What follows belongs to an exercise in optimizing a design on an open flow for small area; a production flow would make more cautious choices. Only simulation tests tie the RTL to the original design; equivalence was not proved. The flow treats the clock pin as an ideal source. Dropping or thinning the clock tree relies on that and would not hold on a real chip.

==> flow/design.v <==
`timescale 1ns/1ps
module temp(clk, rst_n, sda_i, sda_o, sda_oe, scl, out_led, arrange);
    input clk;
    input rst_n;
    input sda_i;
    output sda_o;
    output sda_oe;
    output scl;
    output [7:0] out_led;
    output [7:0] arrange;
    reg [1:0] p;
    reg [2:0] q;
    reg [5:0] d;
    reg [9:0] n;
    reg [1:0] count;
    reg scl, sda_r, sda_link;
    reg [7:0] rd0, rd1;
    wire q4   = q[2] & ~q[1];           
    wire p1   = ~p[1] & p[0];           
    wire p3   = p[1] & ~p[0];           
    wire step = q4 & p3;                
    wire tog  = q4 & p1;                
    wire inc  = step & scl;             
    wire cinc = (d == 6'b100000) & p1;  
    wire act  = n[9];
    wire [4:0] a = n[4:0];
    wire last = n[9] & n[4] & n[3] & n[2];      
    wire [9:0] carry;
    assign carry[0] = inc;
    genvar c;
    generate
        for (c = 1; c < 10; c = c + 1) begin : g_carry
            assign carry[c] = carry[c - 1] & n[c - 1];
        end
    endgenerate
    wire [9:0] nx = n ^ carry;
    always @(posedge clk or negedge rst_n)
        if (!rst_n) begin
            p <= 2'b00;
            q <= 3'b000;
            d <= 6'b000000;
            count <= 2'd0;
            scl <= 1'b1;
            n <= 10'd12;
        end else begin
            p <= {p[0], ~p[1]};
            q <= {q[1:0], ~(q[2] | q[1])};
            d <= {d[4:0], ~(d[5] ^ d[4])};
            count <= count + cinc;
            scl <= scl ^ tog;
            n <= nx & ~({last, 4'b0000, last, 3'b000, last} & {10{inc}});
        end
    wire link_a = ~a[4] & (~a[3] | ~(a[2] | a[1] | a[0]))
                | a[4] & (a[3] & a[2] | a[3] & a[1] & a[0] | ~a[3] & ~a[2] & a[1] & ~a[0]);
    wire sda_z = act & (a[1] & ~a[2] & ~a[3] | a[2] & ~a[1] & a[0]
                        | ~a[3] & ~a[2] & ~a[1] & ~a[0] & scl | a[3] & a[2] & ~scl);
    always @(posedge clk or negedge rst_n)
        if (!rst_n) begin
            sda_r <= 1'b1;
            sda_link <= 1'b0;
        end else begin
            if (step) sda_r <= ~sda_z;
            if (step & act) sda_link <= link_a;
            else if (carry[9] & ~n[9]) sda_link <= 1'b0;    
        end
    wire rd_en = inc & act;
    genvar k;
    generate
        for (k = 0; k < 8; k = k + 1) begin : g_rd
            always @(posedge clk or negedge rst_n)
                if (!rst_n) begin
                    rd0[k] <= 1'b0;
                    rd1[k] <= 1'b0;
                end else begin
                    if (rd_en & a == 17 - k) rd0[k] <= sda_i;
                    if (rd_en & a == 26 - k) rd1[k] <= sda_i;
                end
        end
    endgenerate
    assign sda_o = sda_r;
    assign sda_oe = sda_link;
    wire [7:0] y = count[1] ? rd0 : {1'b0, rd1[7:1]};
    wire lo = count[1] ? rd1[7] : rd1[0];
    function [3:0] dstep;
        input [2:0] r;
        input b;
        reg qb;
        begin
            qb = r[2] | (r[1] & (r[0] | b));
            dstep = {qb, r[1] & ~r[0] & ~b | r[2] & b,
                         r[0] & (~r[1] | b) | r[2] & ~b,
                         b ^ qb};
        end
    endfunction
    wire [3:0] s5 = dstep({1'b0, y[7:6]}, y[5]);
    wire [3:0] s4 = dstep(s5[2:0], y[4]);
    wire [3:0] s3 = dstep(s4[2:0], y[3]);
    wire [3:0] s2 = dstep(s3[2:0], y[2]);
    wire [3:0] s1 = dstep(s2[2:0], y[1]);
    wire [3:0] s0 = dstep(s1[2:0], y[0]);
    wire [3:0] dig = count[0] ? {s3[3], s2[3], s1[3], s0[3]} : {s0[2:0], lo};
    wire [3:0] v = dig;
    wire blank = v[3] & (v[2] | v[1]);
    wire [6:0] seg;
    assign seg[6] = blank | ~v[3] & ~v[1] & (v[2] ^ v[0]);                  
    assign seg[5] = blank | v[2] & (v[1] ^ v[0]);                           
    assign seg[4] = blank | ~v[2] & v[1] & ~v[0];                           
    assign seg[3] = blank | ~v[1] & (v[2] ^ v[0]) | v[2] & v[1] & v[0];     
    assign seg[2] = v[0] | blank | v[2] & ~v[1];                            
    assign seg[1] = blank | ~v[3] & ~v[2] & (v[1] | v[0]) | v[2] & v[1] & v[0];  
    assign seg[0] = blank | ~v[3] & ~v[2] & ~v[1] | v[2] & v[1] & v[0];     
    assign out_led = {seg, ~(count[1] & ~count[0])};
    assign arrange = {4'b1111, ~(4'b0001 << count)};
endmodule
export LEC_CHECK = 0
export CAP_MARGIN = 20
export CORE_MARGIN = 2
export CORE_UTILIZATION = 65
export SLEW_MARGIN = 20
create_clock -name core_clock -period 10.0 [get_ports {clk}]
standard.sh (not shown) runs the stock make flow with config.mk's settings and CLKGATE_MAP_FILE= SYNTH_SCRIPT=/design/flow/synth_recipe.tcl, a recipe that flattens the netlist after the stock synthesis.
==> flow/flow/run.sh <==
#!/bin/bash
# Own layout flow: the standard ORFS flow (standard.sh) with these changes:
#  1. synthesis: the final ABC technology mapping is run with each of the
#     area-oriented scripts flow/abc_map*.script (&deepsyn or rewriting, then
#     dch and amap) in place of ORFS's abc_area/abc_speed script, and the one
#     giving the smallest cell area is kept; the rest of synthesis (registers,
#     their names and cells, flattening, renaming) is unchanged;
#  2. port buffers are the smallest buffer (buf_1) instead of ORFS's default;
#  3. clock tree: built by flow/cts_hook.tcl (a PRE_CTS hook) as a few
#     buffers driven by the clock port, each driving a group of nearby
#     register clock pins, in place of TritonCTS's H-tree with dummy loads;
#  4. constant outputs share synthesis's tie cell (no repair_tie_fanout).
# Each tool's full output stays in orfs/logs/ (one log per step) and make's
# output in flow_make.log.
set -euo pipefail
work=$(pwd)
scripts=$(ls $work/flow/abc_map*.script | tr '\n' ' ')
{
    head -n 1 synth_recipe.tcl
    cat <<TCL
proc abc {args} {
    set i [lsearch -exact \$args -script]
    set lib [lindex \$args [expr {[lsearch -exact \$args -liberty] + 1}]]
    yosys design -save own_pre_abc
    set best {}
    foreach scr {$scripts} {
        yosys design -load own_pre_abc
        yosys abc {*}[lreplace \$args [expr {\$i + 1}] [expr {\$i + 1}] \$scr]
        yosys tee -q -o $work/own_abc_stat.txt stat -liberty \$lib
        set f [open $work/own_abc_stat.txt]
        regexp {Chip area for module[^:]*: ([0-9.]+)} [read \$f] -> area
        close \$f
        puts "own flow: abc script \$scr: area \$area"
        if {\$best eq {} || \$area < [lindex \$best 1]} {
            set best [list \$scr \$area]
            yosys design -save own_best_abc
        }
    }
    yosys design -load own_best_abc
    puts "own flow: kept the result of abc script [lindex \$best 0] (area [lindex \$best 1])"
}
TCL
    tail -n +2 synth_recipe.tcl
} > own_synth.tcl
export BUFFER_PORTS_ARGS="-buffer_cell sky130_fd_sc_hd__buf_1"
export PRE_CTS_TCL=$work/flow/cts_hook.tcl
export OWN_CLOCK_CHOICES="{sky130_fd_sc_hd__clkbuf_8 2} {sky130_fd_sc_hd__buf_4 4} {sky130_fd_sc_hd__buf_8 2} {sky130_fd_sc_hd__buf_6 3} {sky130_fd_sc_hd__clkbuf_8 3} {sky130_fd_sc_hd__clkbuf_8 4}"
export OWN_CLOCK_MAX_SLEW_NS=0.110
export SKIP_REPAIR_TIE_FANOUT=1
bash standard.sh SYNTH_SCRIPT=$work/own_synth.tcl finish > flow_make.log 2>&1
==> flow/flow/abc_map1.script <==
strash
&get -n
&deepsyn -S 1 -T 60
&put
dch -f
amap
topo
==> flow/flow/abc_map2.script <==
strash
&get -n
&deepsyn -S 2 -T 60
&put
dch -f
amap
strash
dch -f
amap
topo
==> flow/flow/abc_map3.script <==
strash
&get -n
&deepsyn -S 3 -T 60
&put
dch -f
amap
topo
==> flow/flow/abc_map4.script <==
strash
balance
rewrite
refactor
balance
rewrite
rewrite -z
balance
refactor -z
rewrite -z
balance
dch -f
amap
topo
==> flow/flow/abc_map5.script <==
strash
&get -n
&deepsyn -S 4 -T 60
&put
dch -f
amap
topo
Other scripts of this flow, unchanged in this note and not shown: flow/flow/cts_hook.tcl
Edit:
==> flow/flow/abc_map01.script (new file) <==
strash
&get -n
&deepsyn -S 1 -T 60
&put
dch -f
amap
topo
==> flow/flow/abc_map02.script (new file) <==
strash
&get -n
&deepsyn -S 1 -T 60
&put
dch -f
amap
strash
dch -f
amap
topo
==> flow/flow/abc_map03.script (new file) <==
strash
&get -n
&deepsyn -S 2 -T 60
&put
dch -f
amap
topo
==> flow/flow/abc_map04.script (new file) <==
strash
&get -n
&deepsyn -S 2 -T 60
&put
dch -f
amap
strash
dch -f
amap
topo
==> flow/flow/abc_map05.script (new file) <==
strash
&get -n
&deepsyn -S 3 -T 60
&put
dch -f
amap
topo
==> flow/flow/abc_map06.script (new file) <==
strash
&get -n
&deepsyn -S 3 -T 60
&put
dch -f
amap
strash
dch -f
amap
topo
==> flow/flow/abc_map07.script (new file) <==
strash
&get -n
&deepsyn -S 4 -T 60
&put
dch -f
amap
topo
==> flow/flow/abc_map08.script (new file) <==
strash
&get -n
&deepsyn -S 4 -T 60
&put
dch -f
amap
strash
dch -f
amap
topo
==> flow/flow/abc_map09.script (new file) <==
strash
&get -n
&deepsyn -S 5 -T 60
&put
dch -f
amap
topo
==> flow/flow/abc_map10.script (new file) <==
strash
&get -n
&deepsyn -S 5 -T 60
&put
dch -f
amap
strash
dch -f
amap
topo
==> flow/flow/abc_map11.script (new file) <==
strash
&get -n
&deepsyn -S 6 -T 60
&put
dch -f
amap
topo
==> flow/flow/abc_map12.script (new file) <==
strash
&get -n
&deepsyn -S 6 -T 60
&put
dch -f
amap
strash
dch -f
amap
topo
==> flow/flow/abc_map13.script (new file) <==
strash
&get -n
&deepsyn -S 7 -T 60
&put
dch -f
amap
topo
==> flow/flow/abc_map14.script (new file) <==
strash
&get -n
&deepsyn -S 7 -T 60
&put
dch -f
amap
strash
dch -f
amap
topo
==> flow/flow/abc_map15.script (new file) <==
strash
&get -n
&deepsyn -S 8 -T 60
&put
dch -f
amap
topo
==> flow/flow/abc_map16.script (new file) <==
strash
&get -n
&deepsyn -S 8 -T 60
&put
dch -f
amap
strash
dch -f
amap
topo
==> flow/flow/abc_map17.script (new file) <==
strash
balance
rewrite
refactor
balance
rewrite
rewrite -z
balance
refactor -z
rewrite -z
balance
dch -f
amap
topo
removed: flow/flow/abc_map1.script
removed: flow/flow/abc_map2.script
removed: flow/flow/abc_map3.script
removed: flow/flow/abc_map4.script
removed: flow/flow/abc_map5.script
The new run went through all stages and came out clean.
Core utilization grows by 0.30 points.
Routed wire length shrinks by 4.5%.
Global-route usage shrinks by 1.2 points.
Sequential share of layout area grows by 0.18 points.
Synthesized cell count shrinks by 1.6%.
Setup slack gets worse by 0.061 ns.
Via count shrinks by 2.9%.
Clock skew shrinks by 0.0032 ns.
In every run of this note, the design's own scripts or RTL, not TritonCTS, make the clock network.

-- static timing again, ports no longer ideal --
How much do the figures lean on ideal ports? The routed layouts below were timed once more, with nothing changed but the port constraints.
Step 1 assumes that a clkbuf_16 drives the clock port and a buf_2 every other input.
Step 2 also shifts input and output timing later by t, the mid clock arrival at the registers, as if the neighbouring blocks saw the same clock.
Three values: ideal ports, drivers, drivers and shift; two values: the first two.
| run | shift t [ns] | setup slack, ns | latest minus earliest clock arrival (ns) | worst register clock-pin slew, ns | worst data-port slew with drivers (ns) |
|---|---|---|---|---|---|
| the first run | 0.175 | 2.488 / 2.448 / 2.623 | 0.014 / 0.014 | 0.10 / 0.10 | 0.03 |
| the second run | 0.176 | 2.427 / 2.387 / 2.563 | 0.010 / 0.010 | 0.10 / 0.10 | 0.03 |
After both steps every run listed still meets setup and hold.
